This design comes from an exercise in tuning for small area, a short achievable clock period and few clock cycles on the open sky130 flow, not from production work. Where RTL was checked, it was by simulation tests only, not by an equivalence proof against the original. No activity file was given, so power comes from the tool's default toggle rates.

Setup of run A:
## tinyalu
module tinyalu (
    input  wire  [7:0] A,
    input  wire  [7:0] B,
    input  wire        clk,
    input  wire  [2:0] op,
    input  wire        reset_n,
    input  wire        start,
    output wire        done,
    output wire [15:0] result
);
Settings: LEC_CHECK=0, ABC_AREA=1, CAP_MARGIN=20, CORE_MARGIN=2, CORE_UTILIZATION=40, PLACE_DENSITY=0.6, SETUP_SLACK_MARGIN=3.0, SLEW_MARGIN=20; clock period 5.0 ns.
standard.sh (not shown) runs the stock make flow with config.mk's settings and CLKGATE_MAP_FILE= SYNTH_SCRIPT=/design/flow/synth_recipe.tcl, a recipe that flattens the netlist after the stock synthesis.
==> flow/flow/run.sh <==
#!/bin/bash
# Layout flow: the standard ORFS flow (standard.sh, which runs the
# standard synthesis script) with two changes:
#  - the ports get plain buf_1 buffers instead of the delay cells that
#    buffer_ports picks by default;
#  - the half/full adder cells are added to the platform's don't-use list,
#    so that ABC maps the adders as ordinary gates.
# ORFS's own logs go to orfs/logs/; make's output goes to run_standard.log.
set -euo pipefail
export BUFFER_PORTS_ARGS="-buffer_cell sky130_fd_sc_hd__buf_1"
PLATFORM_DONT_USE="sky130_fd_sc_hd__probe_p_8 sky130_fd_sc_hd__probec_p_8 sky130_fd_sc_hd__lpflow_bleeder_1 sky130_fd_sc_hd__lpflow_clkbufkapwr_1 sky130_fd_sc_hd__lpflow_clkbufkapwr_16 sky130_fd_sc_hd__lpflow_clkbufkapwr_2 sky130_fd_sc_hd__lpflow_clkbufkapwr_4 sky130_fd_sc_hd__lpflow_clkbufkapwr_8 sky130_fd_sc_hd__lpflow_clkinvkapwr_1 sky130_fd_sc_hd__lpflow_clkinvkapwr_16 sky130_fd_sc_hd__lpflow_clkinvkapwr_2 sky130_fd_sc_hd__lpflow_clkinvkapwr_4 sky130_fd_sc_hd__lpflow_clkinvkapwr_8 sky130_fd_sc_hd__lpflow_decapkapwr_12 sky130_fd_sc_hd__lpflow_decapkapwr_3 sky130_fd_sc_hd__lpflow_decapkapwr_4 sky130_fd_sc_hd__lpflow_decapkapwr_6 sky130_fd_sc_hd__lpflow_decapkapwr_8 sky130_fd_sc_hd__lpflow_inputiso0n_1 sky130_fd_sc_hd__lpflow_inputiso0p_1 sky130_fd_sc_hd__lpflow_inputiso1n_1 sky130_fd_sc_hd__lpflow_inputiso1p_1 sky130_fd_sc_hd__lpflow_inputisolatch_1 sky130_fd_sc_hd__lpflow_isobufsrc_1 sky130_fd_sc_hd__lpflow_isobufsrc_16 sky130_fd_sc_hd__lpflow_isobufsrc_2 sky130_fd_sc_hd__lpflow_isobufsrc_4 sky130_fd_sc_hd__lpflow_isobufsrc_8 sky130_fd_sc_hd__lpflow_isobufsrckapwr_16 sky130_fd_sc_hd__lpflow_lsbuf_lh_hl_isowell_tap_1 sky130_fd_sc_hd__lpflow_lsbuf_lh_hl_isowell_tap_2 sky130_fd_sc_hd__lpflow_lsbuf_lh_hl_isowell_tap_4 sky130_fd_sc_hd__lpflow_lsbuf_lh_isowell_4 sky130_fd_sc_hd__lpflow_lsbuf_lh_isowell_tap_1 sky130_fd_sc_hd__lpflow_lsbuf_lh_isowell_tap_2 sky130_fd_sc_hd__lpflow_lsbuf_lh_isowell_tap_4 "
ADDERS="sky130_fd_sc_hd__ha_1 sky130_fd_sc_hd__ha_2 sky130_fd_sc_hd__ha_4 sky130_fd_sc_hd__fa_1 sky130_fd_sc_hd__fa_2 sky130_fd_sc_hd__fa_4"
bash standard.sh "DONT_USE_CELLS=$PLATFORM_DONT_USE $ADDERS" finish > run_standard.log 2>&1
Run A did not stop at any stage, and its layout met the timing, DRC and antenna checks.
The following lists how run B was set up differently from run A:
- swapping 3.0 for 2.5 in SETUP_SLACK_MARGIN
Run B vs run A on count of instances resized after the clock tree is built: run B is the lower one.
| power attributed to sequential cells | run B vs run A | ≈ equal |
What run A reported for count of plain and timing-repair buffers in the layout has to be multiplied by 0.72 to get the figure for run B.
Run B vs run A — setup slack dropped 200 ps.
Run B: portion of total power attributed to the clock network higher than run A
Run B vs run A on buffering overhead: run B is the lower one.
Diff run A -> run B: switching share of total power picked up an extra 2.7 points, count of filler cells inserted in the layout picked up an extra 34.
No functional check of the RTL was part of any run of this note.


Setup of try-willow:
The RTL this note starts from:
==> flow/design.v <==
module tinyalu (
    input  wire  [7:0] A,
    input  wire  [7:0] B,
    input  wire        clk,
    input  wire  [2:0] op,
    input  wire        reset_n,
    input  wire        start,
    output wire        done,
    output wire [15:0] result
);
  reg [15:0] acc;
  reg        busy;     
  reg [2:0]  rem;      
  reg        done_r;
  wire idle = ~busy;
  wire two  = (rem[2] | rem[1]) & ~acc[1];
  wire [2:0] rem_next = rem - {1'b0, two, ~two};
  wire [7:0] x = idle ? B : acc[15:8];
  wire [7:0] y = A & {8{idle | acc[0]}};
  wire [7:0] p = x ^ y;
  wire [7:0] g = x & y;
  wire [7:0] g1 = {g[7] | (p[7] & g[6]), g[6], g[5] | (p[5] & g[4]), g[4],
                   g[3] | (p[3] & g[2]), g[2], g[1] | (p[1] & g[0]), g[0]};
  wire [7:0] p1 = {p[7] & p[6], p[6], p[5] & p[4], p[4],
                   p[3] & p[2], p[2], p[1] & p[0], p[0]};
  wire [7:0] g2 = {g1[7:6] | (p1[7:6] & {2{g1[5]}}), g1[5:4],
                   g1[3:2] | (p1[3:2] & {2{g1[1]}}), g1[1:0]};
  wire [7:0] p2 = {p1[7:6] & {2{p1[5]}}, p1[5:4],
                   p1[3:2] & {2{p1[1]}}, p1[1:0]};
  wire [7:0] g3 = {g2[7:4] | (p2[7:4] & {4{g2[3]}}), g2[3:0]};
  wire [8:0] c  = {g3, 1'b0};
  wire [8:0] s = {c[8], p ^ c[7:0]};
  wire sel_sh1 = busy & ~two;
  wire sel_sh2 = busy & two;
  wire sel_mul = idle & op[2];
  wire sel_add = idle & ~op[2] & ~op[1];
  wire sel_xor = idle & ~op[2] & op[1] & op[0];
  wire sel_and = idle & ~op[2] & op[1] & ~op[0];
  always @(posedge clk) begin
    acc <= ({16{sel_sh1}} & {s, acc[7:1]})
         | ({16{sel_sh2}} & {1'b0, s, acc[7:2]})
         | ({16{sel_mul}} & {1'b0, A & {8{B[0]}}, B[7:1]})
         | ({16{sel_add}} & {7'h00, s})
         | ({16{sel_xor}} & {8'h00, p})
         | ({16{sel_and}} & {8'h00, g});
  end
  always @(posedge clk) begin
    rem <= busy ? rem_next : 3'd7;
  end
  always @(posedge clk or negedge reset_n) begin
    if (!reset_n) begin
      busy   <= 1'b0;
      done_r <= 1'b0;
    end else if (busy) begin
      busy   <= (rem_next != 3'd0);
      done_r <= (rem_next == 3'd0);
    end else begin
      busy   <= start && op[2] && !done_r;
      done_r <= start && !op[2] && (op[1:0] != 2'b00) && !done_r;
    end
  end
  assign done   = done_r;
  assign result = acc;
endmodule
clock: 5.0 ns
lec_check: 0
abc_area: 1
cap_margin: 20
core_area: 2 2 62 62
cts_buf_list: sky130_fd_sc_hd__clkbuf_8
die_area: 0 0 64 64
place_density: 0.65
setup_slack_margin: 2.7
slew_margin: 20
Scripts as last shown in full above: flow/flow/run.sh
Testbench counts of try-willow, summed over its fixed seeds: cycles 38,683.
Inputs modified between try-willow and try-onyx:
- PLACE_DENSITY: 0.65 -> 0.8
- SETUP_SLACK_MARGIN: 2.7 -> 2.9
[summary]
try-onyx ends up with a global-route wire length before repair that is about 5% higher than in try-willow.
Against try-willow, overall routed net length in try-onyx came out worse.
try-onyx vs try-willow, setup slack went down by 0.0093 ns.
Lower longest individual stage delay on the worst path among try-onyx and try-willow: try-onyx
Count of buffering cells on the critical path with inverters included on try-onyx is up relative to try-willow.
Looking at sequential share of layout area, try-onyx sits below try-willow.
Relative to try-willow, clock power share has decreased by 0.7 points in try-onyx.
Post-route non-filler standard cell count: try-onyx vs try-willow up 2
Post-route total power, try-onyx and try-willow: higher on try-onyx
The inputs of try-cedar differ from those of try-onyx as listed below.
- SETUP_SLACK_MARGIN: 2.9 -> 2.5
Findings:
try-cedar reached the end of the flow, and the finished layout is clean on the timing, DRC and antenna checks.
What try-cedar reported for maximum VDD drop has to be multiplied by 1.09 to get the figure for try-onyx.
[compare] base=try-onyx new=try-cedar: part of the power in combinational logic saw a decrease, critical path depth saw a decrease, share of cell area taken by flip-flops and latches saw an increase, final cell area excluding filler cells saw a decrease.
Via count on try-cedar is ahead of try-onyx.
Between try-onyx and try-cedar, the combined flip-flop and latch cell area is higher for try-onyx.
Summary of try-cedar over try-onyx: clock power about even; post-route non-filler standard cell count went down by 2; final routed wirelength across all metal layers decreased by 9.5% relative to the old numbers.
What try-tundra does differently from try-cedar at the input level:
- a change of SETUP_SLACK_MARGIN from 2.5 to 2.9
- an added TNS_END_PERCENT of 5
- a change of PLACE_DENSITY from 0.8 to 0.65
try-tundra vs try-cedar — cell area rose about 5%. Post-synthesis share of cell area spent on and, or, nand and nor gates came out exactly the same in try-tundra and try-cedar. Going from try-cedar to try-tundra, the register fraction of the total cell area was found to have gone down by 0.98 points. try-tundra — wire length of the first global-routing pass about 4.3% lower, try-cedar as reference. [try-tundra] total power of the final layout rose about 6% relative to try-cedar.
For try-umber, these inputs were changed with respect to try-tundra:
- SETUP_SLACK_MARGIN changed from 2.9 to 2.7
- PLACE_DENSITY changed from 0.65 to 0.8
- TNS_END_PERCENT removed (was 5)
[summary]
- Summary of try-umber over try-tundra: hold violation total from the final report level, number of nets in the layout moved down, clock transition at the registers of the reported paths level.
- When the final numbers for try-tundra and try-umber were put side by side, the met3 usage turned out to be smaller in try-tundra.
- try-umber — shortest period the worst path allows 0.13 ns higher, try-tundra as reference
- Aggregate routed wire length: higher on try-tundra
- From try-tundra to try-umber the numbers moved as follows: maximum frequency now sits lower, worst hold slack saw a decrease, net load switching power decreased by 5.2% relative to the old numbers.
- Core occupancy in the finished layout: try-umber < try-tundra
### try-umber -> try-violet
- PLACE_DENSITY now 0.95, was 0.8
Results
- try-violet against try-umber; total power density per cell area is up slightly.
- There was hardly any difference in part of the total power dissipated in sequential elements between try-violet and try-umber.
- Between try-umber and try-violet, the final core area utilization figures differ only marginally.
- No stage failed in try-violet, and the final checks on the layout all came back clean.
- try-violet: post-layout worst setup margin 0.021 ns above try-umber
- Going from try-umber to try-violet, the power was found to have gone up by about 0.75%.

static timing again, ports no longer ideal:
No port has a modelled driver above. Below, the same layouts with a new extraction and two added sets of constraints. Step 1 (the two cells are an assumption about what drives the block):
set clk [get_ports {clk}]
set_driving_cell -lib_cell sky130_fd_sc_hd__clkbuf_16 $clk
set_driving_cell -lib_cell sky130_fd_sc_hd__buf_2 [delete_from_list [all_inputs] $clk]
Step 2 moves the port delays by t, midway between the first and last clock arrival at a register: inputs arrive t later, outputs are due t later. That takes back most of the time a late clock gives input paths. Slacks: ideal / step 1 / step 2; pairs: ideal / step 1.
| run | t, ns | slack for setup (ns) | worst data-port slew with drivers (ns) |
|---|---|---|---|
| run A | 0.289 | 2.997 / 2.999 / 2.709 | 0.03 |
| run B | 0.287 | 2.796 / 2.798 / 2.511 | 0.03 |
| try-willow | 0.287 | 2.918 / 2.918 / 2.650 | 0.03 |
| try-onyx | 0.289 | 2.909 / 2.915 / 2.626 | 0.03 |
| try-cedar | 0.285 | 2.829 / 2.829 / 2.562 | 0.03 |
| try-tundra | 0.286 | 2.992 / 2.996 / 2.709 | 0.03 |
| try-umber | 0.283 | 2.862 / 2.864 / 2.580 | 0.03 |
| try-violet | 0.302 | 2.883 / 2.888 / 2.586 | 0.03 |
After both steps every run listed still meets setup and hold. The setup slack of try-violet, which loses most, moves by +0.005 ns with the drivers and by -0.297 ns with both steps.
